This design comes from an exercise in tuning for small area and a short achievable clock period on the open sky130 flow, not from production work. Where RTL was checked, it was by simulation tests only, not by an equivalence proof against the original. Power is estimated from default activity; no workload was simulated. No driver is modelled on the clock port, so clocking that relies on it looks cheaper here than on a real chip.

==> flow/design.v (excerpt) <==
module EEE_IMGPROC(
	clk,
	reset_n,
	s_chipselect,
	s_read,
	s_write,
	s_readdata,
	s_writedata,
	s_address,
	sink_data,
	sink_valid,
	sink_ready,
	sink_sop,
	sink_eop,
	source_data,
	source_valid,
	source_ready,
	source_sop,
	source_eop,
	mode
);
Size in the first run: ~4,100 cells after synthesis, roughly 130 I/O pins, ~38,000 um2 of cells after synthesis.
==> flow/config.mk <==
export PLATFORM = sky130hd
export DESIGN_NAME = EEE_IMGPROC
export DESIGN_NICKNAME = EEE_IMGPROC
export VERILOG_FILES = /design/flow/design.v
export SDC_FILE = /design/flow/constraint.sdc
export NUM_CORES = 4
export LEC_CHECK = 0
export ABC_AREA = 1
export CAP_MARGIN = 20
export CORE_AREA = 2 2 331.27 331.27
export CTS_CLUSTER_DIAMETER = 100
export CTS_CLUSTER_SIZE = 30
export DIE_AREA = 0 0 333.27 333.27
export SLEW_MARGIN = 20
==> flow/constraint.sdc <==
create_clock -name core_clock -period 30.0 [get_ports {clk}]
set_input_delay 6.0000 -clock core_clock [delete_from_list [all_inputs] [get_ports {clk}]]
set_output_delay 6.0000 -clock core_clock [all_outputs]
set_load 0.01 [all_outputs]
standard.sh (not shown) runs the stock make flow with config.mk's settings and CLKGATE_MAP_FILE= SYNTH_SCRIPT=/design/flow/synth_recipe.tcl, a recipe that flattens the netlist after the stock synthesis.
==> flow/flow/run.sh <==
#!/bin/bash
# Standard synthesis; then OpenROAD's restructure for area on its netlist
# (flow/restructure.tcl, registers untouched; its ABC gets the platform's
# liberty less the don't-use cells, written by flow/filter_lib.py); then the
# standard layout, with
# the port buffers made of buf_1 instead of the flow's default (a slow delay
# buffer), clock tree synthesis without dummy loads, and timing repair asked
# for 17.8 ns of setup slack (it then speeds up the path from source_ready
# and sink_valid to sink_ready, the only one that short of it). Each tool's full log:
# orfs/logs/ (ORFS steps), make_synth.log and make.log (make's output),
# filter_lib.log, restructure.log and rmp_abc.log (the area recovery).
set -euo pipefail
bash standard.sh synth > make_synth.log 2>&1
mkdir -p rmp
python3 flow/filter_lib.py "$FLOW_HOME/platforms/sky130hd/lib/sky130_fd_sc_hd__tt_025C_1v80.lib" rmp/lib_no_dont_use.lib > filter_lib.log 2>&1
openroad -no_init -exit flow/restructure.tcl > restructure.log 2>&1
touch orfs/results/sky130hd/EEE_IMGPROC/base/1_synth.sdc
bash standard.sh "BUFFER_PORTS_ARGS=-buffer_cell sky130_fd_sc_hd__buf_1" "SETUP_SLACK_MARGIN=17.8" \
  "CTS_ARGS=-sink_clustering_enable -repair_clock_nets -sink_clustering_size 30 -sink_clustering_max_diameter 100 -dont_use_dummy_load" \
  finish > make.log 2>&1
Other scripts of this flow, unchanged in this note and not shown: flow/flow/filter_lib.py, flow/flow/restructure.tcl
The baseline completed without violations.
Edit:
--- a/flow/flow/run.sh
+++ b/flow/flow/run.sh
@@ -5,3 +5,3 @@
 # standard layout, with
-# the port buffers made of buf_1 instead of the flow's default (a slow delay
+# the port buffers made of buf_2 instead of the flow's default (a slow delay
 # buffer), clock tree synthesis without dummy loads, and timing repair asked
@@ -17,3 +17,3 @@
 touch orfs/results/sky130hd/EEE_IMGPROC/base/1_synth.sdc
-bash standard.sh "BUFFER_PORTS_ARGS=-buffer_cell sky130_fd_sc_hd__buf_1" "SETUP_SLACK_MARGIN=17.8" \
+bash standard.sh "BUFFER_PORTS_ARGS=-buffer_cell sky130_fd_sc_hd__buf_2" "SETUP_SLACK_MARGIN=17.8" \
   "CTS_ARGS=-sink_clustering_enable -repair_clock_nets -sink_clustering_size 30 -sink_clustering_max_diameter 100 -dont_use_dummy_load" \
After rerunning:
- The new run completed with no timing, DRC or antenna violations
- via count is about the same
- synthesized cell count stays the same
- final area barely changes
- register-to-register slack improves by 430 ps
- power barely changes
Edit:
--- a/flow/flow/run.sh
+++ b/flow/flow/run.sh
@@ -5,3 +5,3 @@
 # standard layout, with
-# the port buffers made of buf_2 instead of the flow's default (a slow delay
+# the port buffers made of buf_1 instead of the flow's default (a slow delay
 # buffer), clock tree synthesis without dummy loads, and timing repair asked
@@ -17,4 +17,4 @@
 touch orfs/results/sky130hd/EEE_IMGPROC/base/1_synth.sdc
-bash standard.sh "BUFFER_PORTS_ARGS=-buffer_cell sky130_fd_sc_hd__buf_2" "SETUP_SLACK_MARGIN=17.8" \
-  "CTS_ARGS=-sink_clustering_enable -repair_clock_nets -sink_clustering_size 30 -sink_clustering_max_diameter 100 -dont_use_dummy_load" \
+bash standard.sh "BUFFER_PORTS_ARGS=-buffer_cell sky130_fd_sc_hd__buf_1" "SETUP_SLACK_MARGIN=17.8" \
+  "CTS_ARGS=-sink_clustering_enable -repair_clock_nets -sink_clustering_size 26 -sink_clustering_max_diameter 90 -dont_use_dummy_load" \
   finish > make.log 2>&1
--- a/flow/config.mk
+++ b/flow/config.mk
@@ -10,4 +10,4 @@
 export CORE_AREA = 2 2 331.27 331.27
-export CTS_CLUSTER_DIAMETER = 100
-export CTS_CLUSTER_SIZE = 30
+export CTS_CLUSTER_DIAMETER = 90
+export CTS_CLUSTER_SIZE = 26
 export DIE_AREA = 0 0 333.27 333.27
Non-clock buffer count decreases by 4.
Worst hold slack barely changes.
Worst setup slack gets better by 30 ps.
Power increases by 1.5%.
Clock-buffer cell count increases by 7.
Edit:
--- a/flow/flow/run.sh
+++ b/flow/flow/run.sh
@@ -5,3 +5,3 @@
 # standard layout, with
-# the port buffers made of buf_1 instead of the flow's default (a slow delay
+# the port buffers made of buf_2 instead of the flow's default (a slow delay
 # buffer), clock tree synthesis without dummy loads, and timing repair asked
@@ -17,3 +17,3 @@
 touch orfs/results/sky130hd/EEE_IMGPROC/base/1_synth.sdc
-bash standard.sh "BUFFER_PORTS_ARGS=-buffer_cell sky130_fd_sc_hd__buf_1" "SETUP_SLACK_MARGIN=17.8" \
+bash standard.sh "BUFFER_PORTS_ARGS=-buffer_cell sky130_fd_sc_hd__buf_2" "SETUP_SLACK_MARGIN=17.8" \
   "CTS_ARGS=-sink_clustering_enable -repair_clock_nets -sink_clustering_size 26 -sink_clustering_max_diameter 90 -dont_use_dummy_load" \
Count of clock-buffer cells in the layout stays the same.
Worst setup slack degrades by 30 ps.
Routed wire length is about the same.
Utilization goes up by 0.12 points.
Die area is unchanged.
Sequential power is about the same.
Clock power stays flat.
Fmax stays flat.

* * *

Another version of the RTL of EEE_IMGPROC (not shown whole).
For scale: ~830 flip-flops, about 43000 um^2 of cells after synthesis.
==> flow/config.mk <==
export PLATFORM = sky130hd
export DESIGN_NAME = EEE_IMGPROC
export DESIGN_NICKNAME = EEE_IMGPROC
export VERILOG_FILES = /design/flow/design.v
export SDC_FILE = /design/flow/constraint.sdc
export NUM_CORES = 4
export LEC_CHECK = 0
export ABC_AREA = 1
export CAP_MARGIN = 20
export CORE_MARGIN = 2
export CORE_UTILIZATION = 40
export CTS_BUF_LIST = sky130_fd_sc_hd__clkbuf_4
export SLEW_MARGIN = 20
==> flow/constraint.sdc <==
create_clock -name core_clock -period 30.0 [get_ports {clk}]
set_input_delay 6.0000 -clock core_clock [delete_from_list [all_inputs] [get_ports {clk}]]
set_output_delay 6.0000 -clock core_clock [all_outputs]
set_load 0.01 [all_outputs]
==> flow/flow/run.sh <==
#!/bin/bash
# Standard layout, with the port buffers made of buf_2 instead of the flow's
# default choice (a slow delay buffer). Each tool's full log is under
# orfs/logs/; make's own output goes to make.log.
set -euo pipefail
bash standard.sh "BUFFER_PORTS_ARGS=-buffer_cell sky130_fd_sc_hd__buf_2" finish > make.log 2>&1
Then changed:
--- a/flow/config.mk
+++ b/flow/config.mk
@@ -10,4 +10,3 @@
 export CORE_MARGIN = 2
 export CORE_UTILIZATION = 40
-export CTS_BUF_LIST = sky130_fd_sc_hd__clkbuf_4
 export SLEW_MARGIN = 20
Hold slack hardly moves.
Core utilization stays flat.
Count of clock-buffer cells in the layout fell by 221.
Then changed:
--- a/flow/config.mk
+++ b/flow/config.mk
@@ -10,3 +10,4 @@
 export CORE_MARGIN = 2
 export CORE_UTILIZATION = 40
+export CTS_BUF_LIST = sky130_fd_sc_hd__clkbuf_8
 export SLEW_MARGIN = 20
The new run completed without violations.
Setup slack is about the same.
Wire length climbs by about 0.4%.
Total power goes down by about 3%.
Cell count goes up by about 1.4%.
Worst hold slack hardly moves.
Final area came out lower by 0.63%.
Synthesized area stays the same.
Global-route usage came out higher by 0.25 points.
Register-to-register slack is better by 20 ps.
Function was not checked in any run of this note: the RTL went through the layout flow alone.

* * *

run 1:
EEE_IMGPROC, a different RTL version from the one above (not shown whole).
Size: ~4,100 cells after synthesis, roughly 130 I/O pins, ~0.039 sq mm of cells after synthesis.
## EEE_IMGPROC
module EEE_IMGPROC(
	clk,
	reset_n,
	s_chipselect,
	s_read,
	s_write,
	s_readdata,
	s_writedata,
	s_address,
	sink_data,
	sink_valid,
	sink_ready,
	sink_sop,
	sink_eop,
	source_data,
	source_valid,
	source_ready,
	source_sop,
	source_eop,
	mode
);
input	clk;
input	reset_n;
input							s_chipselect;
input							s_read;
input							s_write;
output	reg	[31:0]				s_readdata;
input	[31:0]					s_writedata;
input	[2:0]					s_address;
input	[23:0]            		sink_data;
input							sink_valid;
output							sink_ready;
input							sink_sop;
input							sink_eop;
output	[23:0]			  	   	source_data;
output							source_valid;
input							source_ready;
output							source_sop;
output							source_eop;
input                         	mode;
function lt10;     
	input [9:0] a, b;
	integer i;
	reg c;
	begin
		c = 1'b0;
		for (i = 0; i < 10; i = i + 1)
			c = (~a[i] & b[i]) | ((~a[i] | b[i]) & c);
		lt10 = c;
	end
endfunction
  ...
clock: 30.0 ns
lec_check: 0
abc_area: 1
cap_margin: 20
core_area: 2 2 331.27 331.27
cts_cluster_diameter: 90
cts_cluster_size: 26
die_area: 0 0 333.27 333.27
slew_margin: 20
==> flow/flow/run.sh <==
#!/bin/bash
# Standard synthesis; then OpenROAD's restructure for area on its netlist
# (flow/restructure.tcl, registers untouched; its ABC gets the platform's
# liberty less the don't-use cells, written by flow/filter_lib.py); then the
# standard layout, with
# the port buffers made of buf_2 instead of the flow's default (a slow delay
# buffer) and clock tree synthesis without dummy loads. Each tool's full log:
# orfs/logs/ (ORFS steps), make_synth.log and make.log (make's output),
# filter_lib.log, restructure.log and rmp_abc.log (the area recovery).
set -euo pipefail
bash standard.sh synth > make_synth.log 2>&1
mkdir -p rmp
python3 flow/filter_lib.py "$FLOW_HOME/platforms/sky130hd/lib/sky130_fd_sc_hd__tt_025C_1v80.lib" rmp/lib_no_dont_use.lib > filter_lib.log 2>&1
openroad -no_init -exit flow/restructure.tcl > restructure.log 2>&1
touch orfs/results/sky130hd/EEE_IMGPROC/base/1_synth.sdc
bash standard.sh "BUFFER_PORTS_ARGS=-buffer_cell sky130_fd_sc_hd__buf_2" \
  "CTS_ARGS=-sink_clustering_enable -repair_clock_nets -sink_clustering_size 26 -sink_clustering_max_diameter 90 -dont_use_dummy_load" \
  finish > make.log 2>&1
Other scripts of this flow, unchanged in this note and not shown: flow/flow/filter_lib.py, flow/flow/restructure.tcl
Run 1 has completed all stages; timing, DRC and antenna checks passed.
The following lists how run 2 was set up differently from run 1:
Settings: SLEW_MARGIN changed from 20 to 0; CAP_MARGIN changed from 20 to 0.
Notes after the runs:
- For cell area after layout, run 1 and run 2 come out practically identical.
- Any difference in cell count between run 2 and run 1 is small enough to ignore.
- [compare] base=run 1 new=run 2: smallest hold slack saw little to no change; length of routed met3 wiring saw an increase; net count of the finished layout saw little to no change.
The inputs of run 3 differ from those of run 2 as listed below.
Settings: SLEW_MARGIN: 0 -> 20; CAP_MARGIN: 0 -> 20.
==> flow/flow/run.sh <==
#!/bin/bash
# Standard synthesis; then OpenROAD's restructure for area on its netlist
# (flow/restructure.tcl, registers untouched; its ABC gets the platform's
# liberty less the don't-use cells, written by flow/filter_lib.py); then the
# standard layout, with
# the port buffers made of buf_2 instead of the flow's default (a slow delay
# buffer), clock tree synthesis without dummy loads, and timing repair asked
# for 17.8 ns of setup slack (it then speeds up the path from source_ready
# and sink_valid to sink_ready, the only one that short of it). Each tool's full log:
# orfs/logs/ (ORFS steps), make_synth.log and make.log (make's output),
# filter_lib.log, restructure.log and rmp_abc.log (the area recovery).
set -euo pipefail
bash standard.sh synth > make_synth.log 2>&1
mkdir -p rmp
python3 flow/filter_lib.py "$FLOW_HOME/platforms/sky130hd/lib/sky130_fd_sc_hd__tt_025C_1v80.lib" rmp/lib_no_dont_use.lib > filter_lib.log 2>&1
openroad -no_init -exit flow/restructure.tcl > restructure.log 2>&1
touch orfs/results/sky130hd/EEE_IMGPROC/base/1_synth.sdc
bash standard.sh "BUFFER_PORTS_ARGS=-buffer_cell sky130_fd_sc_hd__buf_2" "SETUP_SLACK_MARGIN=17.8" \
  "CTS_ARGS=-sink_clustering_enable -repair_clock_nets -sink_clustering_size 26 -sink_clustering_max_diameter 90 -dont_use_dummy_load" \
  finish > make.log 2>&1
Findings:
Run 3 was carried through to the last stage, and its layout satisfied the timing, design-rule and antenna checks. Run 2 -> run 3: routed wirelength normalized by instance count flat. Relative to run 2, the logic gate share of total power of run 3 is higher by 0.2 points. Sort run 3 and run 2 by share of the final layout cell area in sequential cells, descending, and run 2 comes first.
The inputs of run 4 differ from those of run 3 as listed below.
Settings: CAP_MARGIN changed from 20 to 0; SLEW_MARGIN changed from 20 to 0; GPL_TIMING_DRIVEN newly set to 0.
==> flow/flow/run.sh <==
#!/bin/bash
# Standard synthesis; then OpenROAD's restructure for area on its netlist
# (flow/restructure.tcl, registers untouched; its ABC gets the platform's
# liberty less the don't-use cells, written by flow/filter_lib.py); then the
# standard layout, with
# the port buffers made of buf_2 instead of the flow's default (a slow delay
# buffer) and clock tree synthesis without dummy loads. Each tool's full log:
# orfs/logs/ (ORFS steps), make_synth.log and make.log (make's output),
# filter_lib.log, restructure.log and rmp_abc.log (the area recovery).
set -euo pipefail
bash standard.sh synth > make_synth.log 2>&1
mkdir -p rmp
python3 flow/filter_lib.py "$FLOW_HOME/platforms/sky130hd/lib/sky130_fd_sc_hd__tt_025C_1v80.lib" rmp/lib_no_dont_use.lib > filter_lib.log 2>&1
openroad -no_init -exit flow/restructure.tcl > restructure.log 2>&1
touch orfs/results/sky130hd/EEE_IMGPROC/base/1_synth.sdc
bash standard.sh "BUFFER_PORTS_ARGS=-buffer_cell sky130_fd_sc_hd__buf_2" \
  "CTS_ARGS=-sink_clustering_enable -repair_clock_nets -sink_clustering_size 26 -sink_clustering_max_diameter 90 -dont_use_dummy_load" \
  finish > make.log 2>&1
==> comparison <==
In run 4, share of cell area taken by flip-flops and latches is higher than in run 3. Between run 4 and run 3, the clock network area share does not differ in any meaningful way. | number of detailed-route iterations in the first pass | run 4 vs run 3 | 1 higher |. Per the comparison of run 4 with run 3, global routing met1 resource utilization held steady; via count of the first global-routing pass decreased by 184 relative to the old numbers. Run 4 against run 3: final cell utilization of the core decreased 0.16 points, area of all placed cells without fillers decreased 170 sq um, number of cells on the worst reg-to-reg path decreased 2.

* * *

job 6432:
Starting RTL as in the previous note.
==> flow/config.mk <==
export PLATFORM = sky130hd
export DESIGN_NAME = EEE_IMGPROC
export DESIGN_NICKNAME = EEE_IMGPROC
export VERILOG_FILES = /design/flow/design.v
export SDC_FILE = /design/flow/constraint.sdc
export NUM_CORES = 4
export LEC_CHECK = 0
export ABC_AREA = 1
export CAP_MARGIN = 20
export CORE_AREA = 2 2 331.27 331.27
export CTS_CLUSTER_DIAMETER = 80
export CTS_CLUSTER_SIZE = 22
export DIE_AREA = 0 0 333.27 333.27
export SLEW_MARGIN = 20
==> flow/constraint.sdc <==
create_clock -name core_clock -period 30.0 [get_ports {clk}]
set_input_delay 6.0000 -clock core_clock [delete_from_list [all_inputs] [get_ports {clk}]]
set_output_delay 6.0000 -clock core_clock [all_outputs]
set_load 0.01 [all_outputs]
==> flow/flow/run.sh <==
#!/bin/bash
# Standard layout, with the port buffers made of buf_2 instead of the flow's
# default choice (a slow delay buffer), and clock tree synthesis without
# dummy loads. Each tool's full log is under orfs/logs/; make's own output
# goes to make.log.
set -euo pipefail
bash standard.sh "BUFFER_PORTS_ARGS=-buffer_cell sky130_fd_sc_hd__buf_2" \
  "CTS_ARGS=-sink_clustering_enable -repair_clock_nets -sink_clustering_size 22 -sink_clustering_max_diameter 80 -dont_use_dummy_load" \
  finish > make.log 2>&1
Job 6432 finished every step from synthesis to the final layout, and the layout passed the timing, design-rule and antenna checks.
## Diff of input files: job 8365 against job 6432
- a change of CTS_CLUSTER_SIZE from 22 to 30
- a change of CTS_CLUSTER_DIAMETER from 80 to 100
==> flow/flow/run.sh <==
#!/bin/bash
# Standard layout, with the port buffers made of buf_2 instead of the flow's
# default choice (a slow delay buffer). Each tool's full log is under
# orfs/logs/; make's own output goes to make.log.
set -euo pipefail
bash standard.sh "BUFFER_PORTS_ARGS=-buffer_cell sky130_fd_sc_hd__buf_2" finish > make.log 2>&1
Notes after the runs:
Job 8365 finished every step from synthesis to the final layout, and the layout passed the timing, design-rule and antenna checks.
The fraction of area in registers was comparable across job 8365 and job 6432.
Compared with job 6432, job 8365 shows a global routing met1 resource utilization that is 0.16 points lower.
Job 8365 against job 6432: fraction of area in multi-input gates held steady, final cell count held steady, length of routed wiring on met1 shrank by 500 microns.
The inputs of job 1888 differ from those of job 8365 as listed below.
==> flow/flow/run.sh <==
#!/bin/bash
# Standard layout, with the port buffers made of buf_2 instead of the flow's
# default choice (a slow delay buffer), and clock tree synthesis without
# dummy loads. Each tool's full log is under orfs/logs/; make's own output
# goes to make.log.
set -euo pipefail
bash standard.sh "BUFFER_PORTS_ARGS=-buffer_cell sky130_fd_sc_hd__buf_2" \
  "CTS_ARGS=-sink_clustering_enable -repair_clock_nets -sink_clustering_size 30 -sink_clustering_max_diameter 100 -dont_use_dummy_load" \
  finish > make.log 2>&1
Results
- Job 1888 was carried through to the last stage, and its layout satisfied the timing, design-rule and antenna checks.
- Job 8365 → job 1888: final cell count fell by 0.42%, first-pass GRT wire length held steady, total routing usage reported by global routing shows no meaningful change, part of the total power dissipated in combinational logic saw an increase.
- The fill cell instance count of the final layout on job 8365 is in line with that on job 1888.
- Job 1888 — amount of wire on met3 after detailed routing about 1.4% lower, job 8365 as reference
- Job 8365 has higher number of clock-tree buffers in the layout than job 1888.
- Against job 8365, job 1888 comes in 0.41 points lower on signed area change from the synthesized netlist to the final layout.

[static timing again, ports no longer ideal]
The results above use ideal ports. As a check the final layouts listed here were re-extracted and re-timed, cells and wires unchanged. Step 1: set_driving_cell puts a clkbuf_16 on clk and a buf_2 on each other input, an assumption about the parent block. Step 2 adds t to the input delays and takes it off the output delays; t is the mean of the earliest and latest rising clock arrival at the registers after step 1. Input paths then give back, and output paths get back, about the clock's delay inside the block. Three values: no drivers, after step 1, after step 2; two values: the first two.
run	t (ns)	setup WS [ns]	hold slack, ns	worst setup path at the end	worst slew at a driven data input, ns
the first run of note 1	0.715	17.591 / 17.559 / 17.559	0.440 / 0.440 / 0.440	input to output	0.19
the second run of note 1	0.716	17.562 / 17.531 / 17.531	0.437 / 0.437 / 0.437	input to output	0.20
the third run of note 1	0.659	17.592 / 17.561 / 17.561	0.435 / 0.435 / 0.435	input to output	0.22
the fourth run of note 1	0.651	17.563 / 17.531 / 17.531	0.428 / 0.428 / 0.428	input to output	0.20
the first run of note 2	1.148	17.545 / 17.524 / 17.524	0.406 / 0.406 / 0.406	input to output	0.10
the second run of note 2	0.724	17.542 / 17.522 / 17.522	0.409 / 0.409 / 0.409	input to output	0.10
the third run of note 2	0.865	17.544 / 17.523 / 17.523	0.407 / 0.407 / 0.407	input to output	0.10
run 1	0.647	17.510 / 17.490 / 17.490	0.439 / 0.439 / 0.439	input to output	0.21
run 2	0.653	17.510 / 17.490 / 17.490	0.440 / 0.440 / 0.440	input to output	0.21
run 3	0.651	17.592 / 17.554 / 17.554	0.440 / 0.440 / 0.440	input to output	0.21
run 4	0.639	17.401 / 17.377 / 17.377	0.443 / 0.443 / 0.443	input to output	0.20
job 6432	0.661	17.530 / 17.508 / 17.508	0.408 / 0.408 / 0.408	input to output	0.10
job 8365	0.681	17.527 / 17.506 / 17.506	0.419 / 0.419 / 0.419	input to output	0.10
job 1888	0.653	17.530 / 17.508 / 17.508	0.413 / 0.413 / 0.413	input to output	0.09
After both steps setup and hold are still met in every run listed. For run 3, which loses most, drivers alone change the setup slack by -0.038 ns; drivers and shift together by -0.038 ns.
